Source: an optimization exercise on an open RTL-to-GDS flow (aim: small area). Production flows keep margins and buffers that such runs may drop.
Only simulation tests tie the RTL to the original design; equivalence was not proved.

==> flow/design.v <==
module Clockslow(
    input clk,
    input rst,
    output tick
    );
    reg [15:0] num;
    assign tick = (num == 16'h348B);
    wire fb = num[15] ^ num[11] ^ num[2] ^ num[0] ^ tick;
    always @(posedge clk or posedge rst)
        if (rst) num <= 16'h6916;
        else     num <= {num[14:0], fb};
endmodule
module debouncer(
    input btn,
    input clk,
    input rst,
    input en,
    output wire btnsig
    );
    reg q0, q1, q2;
    always @(posedge clk or posedge rst)
        if (rst) begin
            q0 <= 1'b0; q1 <= 1'b0; q2 <= 1'b0;
        end else if (en) begin
            q0 <= btn; q1 <= q0; q2 <= q1;
        end
    assign btnsig = q2;
endmodule
module vga_controller(
    input clk_100MHz,
    input reset,
    output video_on,
    output hsync,
    output vsync,
    output [9:0] x,
    output [7:0] yq,
    output [1:0] yr,
    output yvis
    );
    function le8(input [7:0] a, input [7:0] b);
        integer i;
        reg r;
        begin
            r = 1'b1;
            for (i = 0; i < 8; i = i + 1) r = a[i] ? (b[i] & r) : (b[i] | r);
            le8 = r;
        end
    endfunction
    reg [9:0] h;
    reg [7:0] q;
    reg [1:0] r;
    wire hend = h[9] & h[8] & ~h[7] & h[4] & h[3] & h[2] & h[1] & h[0];
    wire hrst = h[9] & h[8] & h[7];    
    wire r2 = r[1];
    wire vclr = hend & r2 & q[7] & q[5] & q[3] & q[2] & q[1];
    reg [9:0] hinc;
    reg [7:0] qinc;
    integer i;
    reg c;
    always @(*) begin
        c = 1'b1;
        for (i = 0; i < 10; i = i + 1) begin hinc[i] = h[i] ^ c; c = c & h[i]; end
        c = hend & r2;
        for (i = 0; i < 8; i = i + 1) begin qinc[i] = q[i] ^ c; c = c & q[i]; end
    end
    always @(posedge clk_100MHz or posedge reset)
        if (reset) begin
            h <= 10'h3FF; q <= 0; r <= 0;
        end else begin
            h <= {hinc[9] & ~hend, hinc[8] & ~hend, hinc[7:6], hinc[5] & ~hend, hinc[4:0]};
            q <= vclr ? 8'd0 : qinc;
            if (hend) r <= {r[0], ~r[1] & ~r[0]};
        end
    wire h0 = (h == 10'd0);
    wire hs_rng = le8(8'd145, h[7:0]) & le8(h[7:0], 8'd240);
    assign hsync = h[9] & ~h[8] & hs_rng;
    assign vsync = (q == 8'd171) & (h0 ? (r != 2'd0) : ~r[1]);
    assign yvis = le8(q, 8'd159);
    assign video_on = (~(h[9] & (h[8] | h[7])) | hrst) & yvis;
    assign x = h;
    assign yq = q;
    assign yr = r;
endmodule
module displaycontrol(
input clk_100MHz,
input btnL,
input btnR,
input rst,
input yvis,          
input video_on,
input [9:0] x,
input [7:0] yq,      
input [1:0] yr,
output [11:0] rgb
);
    function le10(input [9:0] a, input [9:0] b);
        integer i;
        reg r;
        begin
            r = 1'b1;
            for (i = 0; i < 10; i = i + 1) r = a[i] ? (b[i] & r) : (b[i] | r);
            le10 = r;
        end
    endfunction
    function le8(input [7:0] a, input [7:0] b);
        integer i;
        reg r;
        begin
            r = 1'b1;
            for (i = 0; i < 8; i = i + 1) r = a[i] ? (b[i] & r) : (b[i] | r);
            le8 = r;
        end
    endfunction
    function [9:0] add10(input [9:0] a, input [9:0] b);
        integer i;
        reg c;
        begin
            c = 1'b0;
            for (i = 0; i < 10; i = i + 1) begin
                add10[i] = a[i] ^ b[i] ^ c;
                c = (a[i] & b[i]) | (c & (a[i] ^ b[i]));
            end
        end
    endfunction
    function [9:0] step10(input [9:0] q, input dn, input en);
        integer i;
        reg t;
        begin
            t = en;
            for (i = 0; i < 10; i = i + 1) begin
                step10[i] = q[i] ^ t;
                t = t & (q[i] ^ dn);
            end
        end
    endfunction
    wire x0 = (x == 10'd0);
    wire hend = (x == 10'd799);
    wire r0 = (yr == 2'd0), r2 = yr[1];
    wire vlast = (yq == 8'd174) & r2;
    wire refresh_tick = x0 && (((yq == 8'd160) & ~r0) | (yq == 8'd161) | (yq == 8'd162));
    reg [9:0] bc_x;         
    reg [9:0] pc_x;         
    reg [8:0] gc_x;         
    reg gk_direction;
    reg [7:0] yc_x;         
    reg h_ball_x, v_ball_x;
    wire [9:0] bc = bc_x ^ 10'd705;
    wire [9:0] pc = pc_x ^ 10'd755;
    wire [8:0] gc = gc_x ^ 9'd208;
    wire [7:0] yc = yc_x ^ 8'd177;
    wire h_ball = ~h_ball_x, v_ball = ~v_ball_x;
    wire b_on = le10(bc, 10'd12) & ((x[9:4] != 6'd0) | (x[3:0] >= bc[3:0]));
    wire p_on = le10(pc, 10'd100);
    wire pl_on = le10(pc, 10'd44);
    wire g_on = le10({1'b0, gc}, 10'd30);
    wire y_on = ((yc == 8'd0) & r2) | ((yc != 8'd0) & le8(yc, 8'd4));
    wire wall_on = (le8(yq, 8'd14) | ((yq == 8'd15) & r0)) && (le10(x, 10'd259) || le10(10'd379, x));
    wire ball_on = y_on & b_on;
    wire gk_on = (((yq == 8'd13) & ~r0) | (le8(8'd14, yq) & le8(yq, 8'd22)) | ((yq == 8'd23) & ~r2)) && g_on;
    wire pad_on = (((yq == 8'd133) & ~r0) | (le8(8'd134, yq) & le8(yq, 8'd136))) && p_on;
    wire c_grey  = ~ball_on & wall_on;
    wire c_blue  = ~ball_on & ~wall_on & gk_on;
    wire c_green = ~ball_on & ~wall_on & ~gk_on & ~pad_on;
    reg s1, s2, s3;
    reg ov_gk, ov_pad, ov_pl;
    always @(posedge clk_100MHz) begin
        s1 <= video_on & ~c_green;
        s2 <= video_on & ~c_grey;
        s3 <= video_on & ~c_blue;
        ov_gk <= ~x0 & (ov_gk | (b_on & g_on));
        ov_pad <= ~x0 & (ov_pad | (b_on & p_on));
        ov_pl <= ~x0 & (ov_pl | (b_on & pl_on));
    end
    wire wa = s1 & s3, wb = s1 & s2, wg = s2 & s3, w = s1 & s2 & s3;
    assign rgb = {w, wa, wb, w, wg, s3, s2, w, wb, s1, wb, s2};
    wire pad_53x = (pc[9:3] == 7'b0111100);             
    wire pad_538 = pad_53x & ~pc[0];                    
    wire pad_539 = pad_53x & ~pc[1];                    
    wire pad_0 = ~pc[9] & ~pc[8];                       
    wire pad_1 = (pc == 10'd1023);
    reg [9:0] p_step;
    always @(*) begin
        if (btnR) p_step = pad_538 ? 10'd0 : pad_539 ? 10'd1 : 10'h3FF;   
        else if (btnL) p_step = pad_0 ? 10'd1 : pad_1 ? 10'd2 : 10'd3;    
        else p_step = 10'd1;
    end
    wire gk_at_left = (gc[7:2] == 6'b111111) & gc[0];                 
    wire gk_at_right = (gc[7:2] == 6'b101000);                        
    wire gk_dir_new = gk_direction ? ~gk_at_left : gk_at_right;
    wire bl_zero = (bc == 10'd0);
    wire bl_in = bl_zero | ~le10(bc, 10'd12);                
    wire bl_le259 = bl_zero | le10(10'd765, bc);             
    wire bl_367 = ~le10(bc, 10'd12) & le10(bc, 10'd657);     
    wire bl_627 = ~le10(bc, 10'd12) & le10(bc, 10'd397);     
    wire wall_hit = le8(8'd146, yc) && (bl_le259 || bl_367);        
    wire gk_hit = le8(8'd138, yc) && le8(yc, 8'd151) && ov_gk;     
    wire pad_hit = le8(8'd24, yc) && le8(yc, 8'd31) && ov_pad;     
    reg h_ball_new, v_ball_new;
    always @(*) begin
        h_ball_new = h_ball;
        v_ball_new = v_ball;
        if (wall_hit) v_ball_new = 1'b0;
        if (bl_zero) h_ball_new = 1'b0;
        if (bl_627) h_ball_new = 1'b1;
        if (gk_hit) v_ball_new = 1'b0;
        if (pad_hit) begin
            v_ball_new = 1'b1;
            h_ball_new = ov_pl;
        end
    end
    wire out = v_ball ? (yc == 8'd160) : (yc == 8'd2);
    wire [9:0] x_step = hend ? 10'd256 : ~(x[9] & x[8]) ? 10'd1 : 10'd0;
    wire [7:0] y_step = refresh_tick ? (v_ball ? 8'd1 : 8'd255) :
                        (hend & r2) ? (vlast ? 8'd96 : yvis ? 8'd1 : 8'd0) : 8'd0;
    wire [9:0] yc_next = add10({2'b00, yc}, {2'b00, y_step});
    wire [9:0] bc_next = add10(bc, refresh_tick ? (h_ball ? 10'd2 : 10'd0) : x_step);
    wire [9:0] pc_next = add10(pc, refresh_tick ? p_step : x_step);
    wire [9:0] gc_next = add10({1'b0, gc}, refresh_tick ? (gk_dir_new ? 10'd2 : 10'd0) : x_step);
    always @(posedge clk_100MHz or posedge rst)
        if (rst) begin
            bc_x <= 10'd0;
            pc_x <= 10'd0;
            gc_x <= 9'd0;
            gk_direction <= 1'b0;
            yc_x <= 8'd0;
            h_ball_x <= 1'b0;
            v_ball_x <= 1'b0;
        end else begin
            pc_x <= pc_next ^ 10'd755;
            gc_x <= gc_next[8:0] ^ 9'd208;
            bc_x <= (refresh_tick & out) ? 10'd706 ^ 10'd705 : bc_next ^ 10'd705;
            yc_x <= (refresh_tick & out) ? 8'd81 ^ 8'd177 : yc_next[7:0] ^ 8'd177;
            if (refresh_tick) begin
                gk_direction <= gk_dir_new;
                if (out) begin
                    h_ball_x <= h_ball_new;
                    v_ball_x <= 1'b1;
                end else begin
                    h_ball_x <= ~h_ball_new;
                    v_ball_x <= ~v_ball_new;
                end
            end
        end
endmodule
`timescale 1ns / 1ps
module top(
input btnL,
input btnR,
input rst,
input clk,
output [11:0] rgb,
output hsync,
output vsync
    );
wire btnLsig, btnRsig;
wire [9:0] x_out;
wire [7:0] yq;
wire [1:0] yr;
wire slow_tick, vid_on, yvis;
Clockslow cs(.clk(clk), .rst(rst), .tick(slow_tick));
vga_controller vgacon(
    .clk_100MHz(clk), .reset(rst), .video_on(vid_on),
    .hsync(hsync), .vsync(vsync), .x(x_out), .yq(yq), .yr(yr), .yvis(yvis));
debouncer d1(.btn(btnL), .clk(clk), .rst(rst), .en(slow_tick), .btnsig(btnLsig));
debouncer d0(.btn(btnR), .clk(clk), .rst(rst), .en(slow_tick), .btnsig(btnRsig));
displaycontrol dc(
    .clk_100MHz(clk), .btnL(btnLsig), .btnR(btnRsig), .rst(rst),
    .yvis(yvis), .video_on(vid_on), .x(x_out), .yq(yq), .yr(yr), .rgb(rgb));
endmodule
Settings: LEC_CHECK=0, ABC_AREA=1, CAP_MARGIN=20, CORE_MARGIN=2, CORE_UTILIZATION=40, CTS_BUF_LIST=sky130_fd_sc_hd__clkbuf_8, SLEW_MARGIN=20; clock period 10.0 ns.
standard.sh (not shown) runs the stock make flow with config.mk's settings and CLKGATE_MAP_FILE= SYNTH_SCRIPT=/design/flow/synth_recipe.tcl, a recipe that flattens the netlist after the stock synthesis.
==> flow/flow/run.sh <==
#!/bin/bash
# Own layout flow: the standard ORFS flow (standard.sh), with
#  - an area-oriented ABC mapping script (flow/abc_area.script) in place of
#    ORFS's, and no separate half/full-adder extraction before ABC,
#  - port buffers made of the smallest buffer,
#  - clock tree synthesis without dummy loads.
# The registers, their names and cell types are the standard synthesis's.
set -euo pipefail
W=$(pwd)
rm -rf "$W/scripts"
cp -r "$FLOW_HOME/scripts" "$W/scripts"
cp "$W/flow/abc_area.script" "$W/scripts/abc_area.script"
bash "$W/standard.sh" \
    SCRIPTS_DIR="$W/scripts" \
    ABC_AREA=1 \
    ADDER_MAP_FILE= \
    BUFFER_PORTS_ARGS="-buffer_cell sky130_fd_sc_hd__buf_1" \
    CTS_ARGS="-sink_clustering_enable -repair_clock_nets -buf_list sky130_fd_sc_hd__clkbuf_8 -dont_use_dummy_load" \
    finish > "$W/orfs_make.log" 2>&1
==> flow/flow/abc_area.script <==
strash
dc2
dch
amap
topo
Next try:
--- a/flow/design.v
+++ b/flow/design.v
@@ -33,10 +33,11 @@
     output hsync,
     output vsync,
     output [9:0] x,
     output [7:0] yq,
     output [1:0] yr,
+    output running,
     output yvis
     );
     function le8(input [7:0] a, input [7:0] b);
         integer i;
         reg r;
@@ -47,47 +48,50 @@
         end
     endfunction
     reg [9:0] h;
     reg [7:0] q;
     reg [1:0] r;
-    wire hend = h[9] & h[8] & ~h[7] & h[4] & h[3] & h[2] & h[1] & h[0];
-    wire hrst = h[9] & h[8] & h[7];    
+    reg run;    
+    wire hend = h[9] & h[8] & h[4] & h[3] & h[2] & h[1] & h[0];
     wire r2 = r[1];
     wire vclr = hend & r2 & q[7] & q[5] & q[3] & q[2] & q[1];
     reg [9:0] hinc;
     reg [7:0] qinc;
     integer i;
     reg c;
     always @(*) begin
-        c = 1'b1;
+        c = run;
         for (i = 0; i < 10; i = i + 1) begin hinc[i] = h[i] ^ c; c = c & h[i]; end
         c = hend & r2;
         for (i = 0; i < 8; i = i + 1) begin qinc[i] = q[i] ^ c; c = c & q[i]; end
     end
     always @(posedge clk_100MHz or posedge reset)
         if (reset) begin
-            h <= 10'h3FF; q <= 0; r <= 0;
+            h <= 0; q <= 0; r <= 0; run <= 1'b0;
         end else begin
+            run <= 1'b1;
             h <= {hinc[9] & ~hend, hinc[8] & ~hend, hinc[7:6], hinc[5] & ~hend, hinc[4:0]};
             q <= vclr ? 8'd0 : qinc;
             if (hend) r <= {r[0], ~r[1] & ~r[0]};
         end
     wire h0 = (h == 10'd0);
     wire hs_rng = le8(8'd145, h[7:0]) & le8(h[7:0], 8'd240);
     assign hsync = h[9] & ~h[8] & hs_rng;
     assign vsync = (q == 8'd171) & (h0 ? (r != 2'd0) : ~r[1]);
     assign yvis = le8(q, 8'd159);
-    assign video_on = (~(h[9] & (h[8] | h[7])) | hrst) & yvis;
+    assign video_on = ~(h[9] & (h[8] | h[7])) & yvis;
+    assign running = run;
     assign x = h;
     assign yq = q;
     assign yr = r;
 endmodule
 module displaycontrol(
 input clk_100MHz,
 input btnL,
 input btnR,
 input rst,
+input run,           
 input yvis,          
 input video_on,
 input [9:0] x,
 input [7:0] yq,      
 input [1:0] yr,
@@ -207,11 +211,11 @@
             v_ball_new = 1'b1;
             h_ball_new = ov_pl;
         end
     end
     wire out = v_ball ? (yc == 8'd160) : (yc == 8'd2);
-    wire [9:0] x_step = hend ? 10'd256 : ~(x[9] & x[8]) ? 10'd1 : 10'd0;
+    wire [9:0] x_step = hend ? 10'd256 : (run & ~(x[9] & x[8])) ? 10'd1 : 10'd0;
     wire [7:0] y_step = refresh_tick ? (v_ball ? 8'd1 : 8'd255) :
                         (hend & r2) ? (vlast ? 8'd96 : yvis ? 8'd1 : 8'd0) : 8'd0;
     wire [9:0] yc_next = add10({2'b00, yc}, {2'b00, y_step});
     wire [9:0] bc_next = add10(bc, refresh_tick ? (h_ball ? 10'd2 : 10'd0) : x_step);
     wire [9:0] pc_next = add10(pc, refresh_tick ? p_step : x_step);
@@ -254,16 +258,16 @@
     );
 wire btnLsig, btnRsig;
 wire [9:0] x_out;
 wire [7:0] yq;
 wire [1:0] yr;
-wire slow_tick, vid_on, yvis;
+wire slow_tick, vid_on, running, yvis;
 Clockslow cs(.clk(clk), .rst(rst), .tick(slow_tick));
 vga_controller vgacon(
     .clk_100MHz(clk), .reset(rst), .video_on(vid_on),
-    .hsync(hsync), .vsync(vsync), .x(x_out), .yq(yq), .yr(yr), .yvis(yvis));
+    .hsync(hsync), .vsync(vsync), .x(x_out), .yq(yq), .yr(yr), .running(running), .yvis(yvis));
 debouncer d1(.btn(btnL), .clk(clk), .rst(rst), .en(slow_tick), .btnsig(btnLsig));
 debouncer d0(.btn(btnR), .clk(clk), .rst(rst), .en(slow_tick), .btnsig(btnRsig));
 displaycontrol dc(
     .clk_100MHz(clk), .btnL(btnLsig), .btnR(btnRsig), .rst(rst),
-    .yvis(yvis), .video_on(vid_on), .x(x_out), .yq(yq), .yr(yr), .rgb(rgb));
-endmodule
+    .run(running), .yvis(yvis), .video_on(vid_on), .x(x_out), .yq(yq), .yr(yr), .rgb(rgb));
+endmodule
Result:
- The new run completed without violations
- wire length decreases by about 3%
- setup slack improves by 120 ps
- clock-buffer cell count stays the same
- core utilization is about the same
- die area increases by about 0.44%
- global-route usage decreases by 0.36 points

static timing again, ports no longer ideal:
No port has a modelled driver above. Below, the same layouts with a new extraction and two added sets of constraints. Step 1 (the two cells are an assumption about what drives the block):
set clk [get_ports {clk}]
set_driving_cell -lib_cell sky130_fd_sc_hd__clkbuf_16 $clk
set_driving_cell -lib_cell sky130_fd_sc_hd__buf_2 [delete_from_list [all_inputs] $clk]
Step 2 adds t to the input delays and takes it off the output delays; t is the mean of the earliest and latest rising clock arrival at the registers after step 1. Input paths then give back, and output paths get back, about the clock's delay inside the block. Slacks: no drivers / after step 1 / after step 2; pairs: no drivers / after step 1.
run	t, ns	slack for setup (ns)	hold WS [ns]	worst slew at a driven data input, ns
the first run	0.382	5.485 / 5.485 / 5.485	0.373 / 0.373 / 0.373	0.03
the second run	0.384	5.603 / 5.603 / 5.603	0.355 / 0.355 / 0.355	0.03
After both steps every run listed still meets setup and hold.
